Source: an optimization exercise on an open RTL-to-GDS flow (aim: small area, a short achievable clock period and few clock cycles per item). Production flows keep margins and buffers that such runs may drop. RTL that was checked went through simulation tests only; none was proved equivalent to the original.

==> inputs of build 20 <==
// fir_1
module fir_1(
    input clk,
    input reset_p,
    input [15:0]x,
    input act,
    output reg [15:0]y,
    output ready
    );
clock: 10.0 ns
lec_check: 0
abc_area: 1
cap_margin: 20
core_margin: 2
core_utilization: 40
setup_slack_margin: 5
slew_margin: 20
synth_hierarchical: 1
synth_minimum_keep_size: 0
run.sh (not shown) runs the stock make flow with config.mk's settings and CLKGATE_MAP_FILE= SYNTH_SCRIPT=/design/flow/synth_recipe.tcl, a recipe that flattens the netlist after the stock synthesis.
==> inputs of build 17, as changes to build 20 <==
--- a/flow/config.mk
+++ b/flow/config.mk
@@ -10,4 +10,6 @@
 export CORE_MARGIN = 2
 export CORE_UTILIZATION = 40
+export CTS_CLUSTER_DIAMETER = 60
+export CTS_CLUSTER_SIZE = 24
 export SETUP_SLACK_MARGIN = 5
 export SLEW_MARGIN = 20
==> metrics.md <==
| Metric | Value |
|---|---|
| Status | `complete, no violations` |
| Wire length on met1 | `31710 um` |
| Vias/cell | `5.125` |
| Vias | `between 15000 and 20000` |
| Max Used Layer | `met4` |
| Synth-to-Final Area Change | `11.56%` |
| Fraction of area in registers | `25.86%` |
That was build 20.
==> metrics.md <==
| Metric | Value |
|---|---|
| Wire length on met1 | `roughly 32000 um` |
| Max Used Layer | `met5` |
| Status | `complete, no violations` |
| Vias | `18380` |
| Synth-to-Final Area Change | `11.37%` |
That was build 17.
No functional check of the RTL was part of any run of this note.

========
==> wip/garnet <==
Another version of the RTL of fir_1 (not shown whole).
export LEC_CHECK = 0
export ABC_AREA = 1
export CAP_MARGIN = 20
export CORE_MARGIN = 2
export CORE_UTILIZATION = 40
export SETUP_SLACK_MARGIN = 5
export SLEW_MARGIN = 20
export SYNTH_HIERARCHICAL = 1
export SYNTH_MINIMUM_KEEP_SIZE = 0
create_clock -name core_clock -period 10.0 [get_ports {clk}]
==> wip/onyx: changes against wip/garnet <==
--- a/flow/config.mk
+++ b/flow/config.mk
@@ -7,3 +7,2 @@
 export LEC_CHECK = 0
-export ABC_AREA = 1
 export CAP_MARGIN = 20
==> notes <==
Global-route usage: wip/onyx is lower than wip/garnet (1.6 points).
Of wip/onyx and wip/garnet, wip/onyx has the higher non-clock buffer count (gap 3).
Of wip/onyx and wip/garnet, wip/onyx has the higher utilization (gap 0.19 points).
Against wip/garnet, the area after synthesis of wip/onyx is lower by about 5%.
Against wip/onyx, the die area of wip/garnet is higher by 5.1%.
In wip/garnet the count of clock-buffer cells in the layout is lower than in wip/onyx, by 2.
No run of this note included a check of the RTL's function; only the layout flow was run.

========
==> trial 86: inputs <==
fir_1, a different RTL version from the one above (not shown whole).
// fir_1
module fir_1(
    input clk,
    input reset_p,
    input [15:0]x,
    input act,
    output reg [15:0]y,
    output ready
    );
==> flow/config.mk <==
export PLATFORM = sky130hd
export DESIGN_NAME = fir_1
export DESIGN_NICKNAME = fir_1
export VERILOG_FILES = /design/flow/design.v
export SDC_FILE = /design/flow/constraint.sdc
export NUM_CORES = 4
export LEC_CHECK = 0
export ABC_AREA = 1
export CAP_MARGIN = 20
export CORE_MARGIN = 2
export CORE_UTILIZATION = 40
export CTS_BUF_LIST = sky130_fd_sc_hd__clkbuf_16
export CTS_CLUSTER_DIAMETER = 150
export CTS_CLUSTER_SIZE = 20
export SLEW_MARGIN = 20
export SYNTH_HIERARCHICAL = 1
export SYNTH_MINIMUM_KEEP_SIZE = 0
==> flow/constraint.sdc <==
create_clock -name core_clock -period 10.0 [get_ports {clk}]
set_input_delay 2.0000 -clock core_clock [delete_from_list [all_inputs] [get_ports {clk}]]
set_output_delay 2.0000 -clock core_clock [all_outputs]
set_load 0.01 [all_outputs]
standard.sh (not shown) runs the stock make flow with config.mk's settings and CLKGATE_MAP_FILE= SYNTH_SCRIPT=/design/flow/synth_recipe.tcl, a recipe that flattens the netlist after the stock synthesis.
==> flow/flow/run.sh <==
#!/bin/bash
set -euo pipefail
bash standard.sh SETUP_SLACK_MARGIN=5.6 finish > standard.log 2>&1
==> build 46 (differences from trial 86) <==
==> flow/flow/run.sh (replaced) <==
#!/bin/bash
set -euo pipefail
bash standard.sh SETUP_SLACK_MARGIN=6.4 finish > standard.log 2>&1
==> trial 30 (differences from trial 86) <==
==> flow/run.sh (new file) <==
#!/bin/bash
# synth_recipe.tcl (not shown) runs the flow's synth.tcl, then flattens the netlist and writes it again
# the make line also repeats each setting of config.mk as NAME=value (left out here)
make -C /OpenROAD-flow-scripts/flow DESIGN_CONFIG=/design/flow/config.mk WORK_HOME=/design/flow/orfs CLKGATE_MAP_FILE= SYNTH_SCRIPT=/design/flow/synth_recipe.tcl finish
--- a/flow/config.mk
+++ b/flow/config.mk
@@ -13,4 +13,5 @@
 export CTS_CLUSTER_DIAMETER = 150
 export CTS_CLUSTER_SIZE = 20
+export SETUP_SLACK_MARGIN = 5
 export SLEW_MARGIN = 20
 export SYNTH_HIERARCHICAL = 1
removed: flow/flow/run.sh
removed: flow/standard.sh
==> qor summary <==
quantity	trial 30	trial 86	build 46
Routed len/inst	20.1 µm	20.4 µm	20.4 µm
Slew at the pin closest to its max-slew limit	1.04 ns	1.04 ns	1.09 ns
First-pass GRT wire length	110,000 µm	113,000 µm	113,000 µm
HPWL after detailed placement	54,500 µm	54,500 µm	53,500 µm
Critical register-to-register path endpoint	rs[20]	rs[20]	rs[14]
Maximum net fanout on the critical path	9	3	4
Outcome	no timing/DRC/antenna violations	no timing/DRC/antenna violations	no timing/DRC/antenna violations
Post-Route M1 WL	30,200 µm	30,800 µm	31,100 µm
Worst-case headroom to the max-slew limit	0.304	0.310	0.271
Slowest stage cell on the critical path	dlygate4sd2_1	fa_1	fa_2
Post-synthesis to final-layout area growth	6.92%	12.0%	18.6%
# nets final	3,161	3,242	3,313
Area used by sequential logic in the layout	7640 µm²	7720 µm²	7750 µm²
Via density per instance	4.95	4.94	4.97
Crit-path max cell delay	0.78 ns	0.57 ns	0.53 ns
RR Startpoint	h3[6]	h3[4]	h3[9]
Number of DRC markers in iteration 0	1,313	1,316	1,349
Relative area of non-clock buffer cells in the final design	0.0191	0.0436	0.0671
Global router's overall resource usage	0.216	0.223	0.224
Function was not checked in any run of this note: the RTL went through the layout flow alone.

========
==> run M: inputs <==
fir_1, a different RTL version from the one above (not shown whole).
export LEC_CHECK = 0
export ABC_AREA = 1
export CAP_MARGIN = 20
export CORE_MARGIN = 2
export CORE_UTILIZATION = 40
export CTS_BUF_LIST = sky130_fd_sc_hd__clkbuf_16
export CTS_CLUSTER_DIAMETER = 150
export CTS_CLUSTER_SIZE = 20
export SLEW_MARGIN = 20
export SYNTH_HIERARCHICAL = 1
export SYNTH_MINIMUM_KEEP_SIZE = 0
create_clock -name core_clock -period 10.0 [get_ports {clk}]
==> flow/flow/run.sh <==
#!/bin/bash
set -euo pipefail
bash standard.sh SETUP_SLACK_MARGIN=6.3 finish > standard.log 2>&1
==> inputs of run R, as changes to run M <==
==> flow/flow/run.sh (replaced) <==
#!/bin/bash
set -euo pipefail
bash standard.sh SETUP_SLACK_MARGIN=6.0 finish > standard.log 2>&1
CTS_CLUSTER_DIAMETER = 120   (was 150)
CTS_CLUSTER_SIZE = 26   (was 20)
==> inputs of run C, as changes to run M <==
==> flow/flow/run.sh (replaced) <==
#!/bin/bash
set -euo pipefail
bash standard.sh SETUP_SLACK_MARGIN=6.0 finish > standard.log 2>&1
ABC_AREA = not set   (was 1)
==> comparison <==
Of run M and run C, run M has the higher clock skew (gap 0.021 ns). Area after synthesis: run M is larger than run C (about 3.5%).
==> figures <==
Result of the run: run C no timing/DRC/antenna violations; run M no timing/DRC/antenna violations; run R no timing/DRC/antenna violations
GP Congestion: run C 0.8684; run M 0.9388; run R 0.9064
Arithmetic-cell share of the synthesized area counting full adders, half adders and majority gates: run C 45.63%; run M 44.09%; run R 44.09%
Portion of netlist area occupied by mux cells: run C 11.05%; run M 0%; run R 0%
Reg clk slew, reported paths: run C 0.09 ns; run M 0.10 ns; run R 0.11 ns
Startpoint of the most critical register-to-register path: run C qs[6]; run M qc[14]; run R p2[10]
DRC violation total after the first TritonRoute iteration: run C 930; run M 1290; run R 1314
Endpoint of the worst register-to-register path: run C y[12]; run M y[15]; run R rc[16]
Number of antenna violations at the first check in global routing: run C 0; run M 1; run R 1
Testbench counts of run M, summed over its fixed seeds: cycles 3,200, items 3,200.
Testbench counts of run R, summed over its fixed seeds: cycles 3,200, items 3,200.
Testbench counts of run C, summed over its fixed seeds: cycles 3,200, items 3,200.

========
==> nickel <==
Another version of the RTL of fir_1 (not shown whole).
## fir_1
module fir_1(
    input clk,
    input reset_p,
    input [15:0]x,
    input act,
    output reg [15:0]y,
    output ready
    );
    assign ready = 1'b1;
    reg [15:0] h0, h1, h2, h3, h4, h5, h6, h7, h8;
    reg [16:0] p1, p2, p3, p4;
    reg [31:0] rs, rc;
    wire i1;
    wire s2;
    wire c3;
    wire i4;
    wire s5;
    wire c6;
    wire i7;
    wire s8;
    wire c9;
    wire s10;
    wire c11;
    wire s12;
    wire c13;
    wire s14;
    wire c15;
    wire i16;
    wire s17;
    wire c18;
    wire s19;
    wire c20;
    wire s21;
    wire c22;
    wire s23;
    wire c24;
    wire i25;
    wire s26;
    wire c27;
    wire i28;
    wire s29;
    wire c30;
    wire s31;
    wire c32;
    wire s33;
    wire c34;
    wire s35;
    wire c36;
    wire s37;
    wire c38;
    wire s39;
    wire c40;
    wire s41;
    wire c42;
    wire s43;
    wire c44;
    wire s45;
    wire c46;
    wire s47;
    wire c48;
    wire s49;
    wire c50;
  ...
clock: 10.0 ns
lec_check: 0
abc_area: 1
cap_margin: 20
core_margin: 2
core_utilization: 40
setup_slack_margin: 5
slew_margin: 20
synth_hierarchical: 1
synth_minimum_keep_size: 0
run.sh (not shown) runs the stock make flow with config.mk's settings and CLKGATE_MAP_FILE= SYNTH_SCRIPT=/design/flow/synth_recipe.tcl, a recipe that flattens the netlist after the stock synthesis.
Stock flow here: none of the scripts above is used.
==> inputs of quartz, as changes to nickel <==
- CORE_UTILIZATION: 40 -> 55
==> run notes <==
Fraction of area in registers: nickel 25.9%; quartz 26.2%
WHS Endpoint: nickel y[6]$_DFFE_PP0P_; quartz rs[14]$_DFFE_PP1P_
Capturing instance or port of the critical path: nickel y[10]$_DFFE_PP0P_; quartz y[13]$_DFFE_PP0P_
Outcome: nickel finished clean; quartz finished clean
Tap cell count: nickel 782; quartz 592
Total of cells resized after clock tree synthesis: nickel 21; quartz 24
Worst slack on hold paths: nickel 472 ps; quartz 477 ps
Multi-input combinational area share: nickel 58.2%; quartz 58.7%
Detailed-routed wire length on met2: nickel 32600 um; quartz 32900 um
Core ar.: nickel 0.0605 mm2; quartz 0.0441 mm2
Detailed-placement wirelength estimate: nickel 54100 um; quartz 55700 um
Met1 Use GR: nickel 29.8%; quartz 43.4%
Worst Tran Pin Value: nickel 1180 ps; quartz 1040 ps
Met1 Routed Length: nickel 30200 um; quartz 29600 um
Die footprint: nickel 0.0633 mm2; quartz 0.0463 mm2
Share of final-layout standard cells stronger than drive strength 1: nickel 6.68%; quartz 6.23%
Width of the die: nickel 252 um; quartz 215 um
Vias per inst: nickel 5.02; quartz 5.35
Number of buffers outside the clock class in the layout: nickel 70; quartz 62
Testbench counts of nickel, summed over its fixed seeds: cycles 3,200, items 3,200.
Testbench counts of quartz, summed over its fixed seeds: cycles 3,200, items 3,200.

========
==> inputs of v22 <==
Another version of the RTL of fir_1 (not shown whole).
clock: 10.0 ns
lec_check: 0
abc_area: 1
cap_margin: 20
core_margin: 2
core_utilization: 40
cts_buf_list: sky130_fd_sc_hd__clkbuf_16
cts_cluster_diameter: 150
cts_cluster_size: 20
slew_margin: 20
synth_hierarchical: 1
synth_minimum_keep_size: 0
standard.sh (not shown) runs the stock make flow with config.mk's settings and CLKGATE_MAP_FILE= SYNTH_SCRIPT=/design/flow/synth_recipe.tcl, a recipe that flattens the netlist after the stock synthesis.
==> flow/flow/run.sh <==
#!/bin/bash
set -euo pipefail
bash standard.sh SETUP_SLACK_MARGIN=6.5 finish > standard.log 2>&1
==> v21: changes against v22 <==
==> flow/flow/run.sh (replaced) <==
#!/bin/bash
set -euo pipefail
bash standard.sh SETUP_SLACK_MARGIN=6.0 finish > standard.log 2>&1
==> out/results.tsv <==
stage	metric	value	unit
outcome	status	no timing/DRC/antenna violations	
placed_design	place_area	28100	sq um
detailed_routing	routed_wl	78000	um
final_layout	fillers	6133	
final_layout	num-nonclk-buffers	162	
worst_hold_path	hp-start	rc[29]$_DFFE_PP1P_	
final_layout	layout.cells.non_filler	3606	
sta	worst_pin_slew	1070	ps
placed_design	hpwl	58100	um
final_layout	mostFrequentLayoutCells	nand2_1, fa_1, inv_1	
final_layout	multi_input_area	17700	sq um
sta	fin_crit_sh	42.1	%
placed_design	place_ws	4380	ps
detailed_routing	detail_route.wl_per_cell	21.6	um
worst_setup_path	max_stage_delay	610	ps
[end of results for v21]
==> out/results.tsv <==
stage	metric	value	unit
outcome	status	no timing/DRC/antenna violations	
worst_hold_path	hold-path-endpoint	rs[27]$_DFFE_PP1P_	
placed_design	hpwl	58600	um
final_layout	mostFrequentLayoutCells	nand2_1, fa_1, inv_1	
sta	worst_pin_slew	1100	ps
worst_hold_path	hp-start	rs[27]$_DFFE_PP1P_	
placed_design	place_ws	4380	ps
final_layout	multi_input_area	18000	sq um
final_layout	layout.cells.non_filler	3605	
worst_setup_path	max_stage_delay	420	ps
synthesis	async_reset_ff_share	100	%
sta	fin_crit_sh	42.1	%
detailed_routing	detail_route.wl_per_cell	22.0	um
final_layout	num-nonclk-buffers	161	
[end of results for v22]
Function was not checked in any run of this note: the RTL went through the layout flow alone.

========
==> v30 <==
RTL: one of the versions met above, not the one the previous note started from.
==> flow/design.v (excerpt) <==
module fir_1(
    input clk,
    input reset_p,
    input [15:0]x,
    input act,
    output reg [15:0]y,
    output ready
    );
Settings: LEC_CHECK=0, CAP_MARGIN=20, CORE_MARGIN=2, CORE_UTILIZATION=40, CTS_BUF_LIST=sky130_fd_sc_hd__clkbuf_4 sky130_fd_sc_hd__clkbuf_8, SETUP_SLACK_MARGIN=5, SLEW_MARGIN=20, SYNTH_HIERARCHICAL=1, SYNTH_MINIMUM_KEEP_SIZE=0; clock period 10.0 ns.
run.sh (not shown) runs the stock make flow with config.mk's settings and CLKGATE_MAP_FILE= SYNTH_SCRIPT=/design/flow/synth_recipe.tcl, a recipe that flattens the netlist after the stock synthesis.
Stock flow here: none of the scripts above is used.
==> v25 (differences from v30) <==
CTS_BUF_LIST = default   (was sky130_fd_sc_hd__clkbuf_4 sky130_fd_sc_hd__clkbuf_8)
==> qor summary <==
Status: v25 complete, no violations; v30 complete, no violations
Number of buffers inserted during clock tree synthesis: v25 31; v30 50
Cell at the root of the clock tree: v25 clkbuf_16; v30 clkbuf_8
Peak clock frequency supported by timing: v25 0.192 GHz; v30 0.191 GHz
Area used by sequential logic in the layout: v25 7050 sq um; v30 7050 sq um
Portion of the clock cycle consumed by the worst path in the final layout: v25 0.521; v30 0.524
Clock latency at the later pin of the worst-skew pair: v25 0.60 ns; v30 0.65 ns
Worst EP required: v25 10.53 ns; v30 10.58 ns
Tightest slew margin relative to the limit: v25 0.285; v30 0.283
Worst Setup Slack, final: v25 4.79 ns; v30 4.76 ns
Area Overhead vs Synth: v25 12.0%; v30 12.5%
Clock buffer count: v25 47; v30 79
Slew of the pin with the lowest slew margin: v25 1.07 ns; v30 1.08 ns
Total met3 wirelength after detailed routing: v25 2.76 mm; v30 2.89 mm
Slowest cell on the critical path: v25 or4b_1; v30 dfstp_2
Testbench counts of v30, summed over its fixed seeds: cycles 3,200, items 3,200.
Testbench counts of v25, summed over its fixed seeds: cycles 3,200, items 3,200.

[what the ideal ports hide]
No port has a modelled driver above. Below, the same layouts with a new extraction and two added sets of constraints.
Step 1, drivers: a clkbuf_16 drives clk and a buf_2 each remaining input, both assumed.
Step 2 also shifts input and output timing later by t, the mid clock arrival at the registers, as if the neighbouring blocks saw the same clock.
Three values: no drivers, after step 1, after step 2; two values: the first two.
| run | t, ns | setup slack, ns | worst register clock-pin slew, ns |
|---|---|---|---|
| build 20 | 0.612 | 5.191 / 5.191 / 4.618 | 0.07 / 0.07 |
| build 17 | 0.661 | 5.195 / 5.195 / 4.580 | 0.09 / 0.09 |
| wip/garnet | 0.607 | 5.146 / 5.177 / 4.570 | 0.06 / 0.06 |
| wip/onyx | 0.625 | 4.771 / 4.786 / 4.185 | 0.06 / 0.06 |
| trial 86 | 0.605 | 5.610 / 5.610 / 5.090 | 0.11 / 0.11 |
| build 46 | 0.605 | 5.627 / 5.627 / 5.297 | 0.11 / 0.11 |
| trial 30 | 0.611 | 5.074 / 5.070 / 4.459 | 0.11 / 0.11 |
| run M | 0.613 | 5.862 / 5.862 / 5.319 | 0.10 / 0.10 |
| run R | 0.602 | 5.906 / 5.900 / 5.298 | 0.11 / 0.11 |
| run C | 0.598 | 5.190 / 5.190 / 4.666 | 0.09 / 0.09 |
| nickel | 0.607 | 5.180 / 5.209 / 4.614 | 0.06 / 0.06 |
| quartz | 0.611 | 5.126 / 5.153 / 4.552 | 0.07 / 0.07 |
| v22 | 0.613 | 5.795 / 5.795 / 5.343 | 0.10 / 0.10 |
| v21 | 0.619 | 5.791 / 5.791 / 5.285 | 0.11 / 0.11 |
| v30 | 0.695 | 4.758 / 4.758 / 4.095 | 0.07 / 0.07 |
| v25 | 0.657 | 4.787 / 4.787 / 4.183 | 0.06 / 0.06 |
After both steps every run listed still meets setup and hold. The setup slack of v30, which loses most, moves by 0.000 ns with the drivers and by -0.663 ns with both steps.
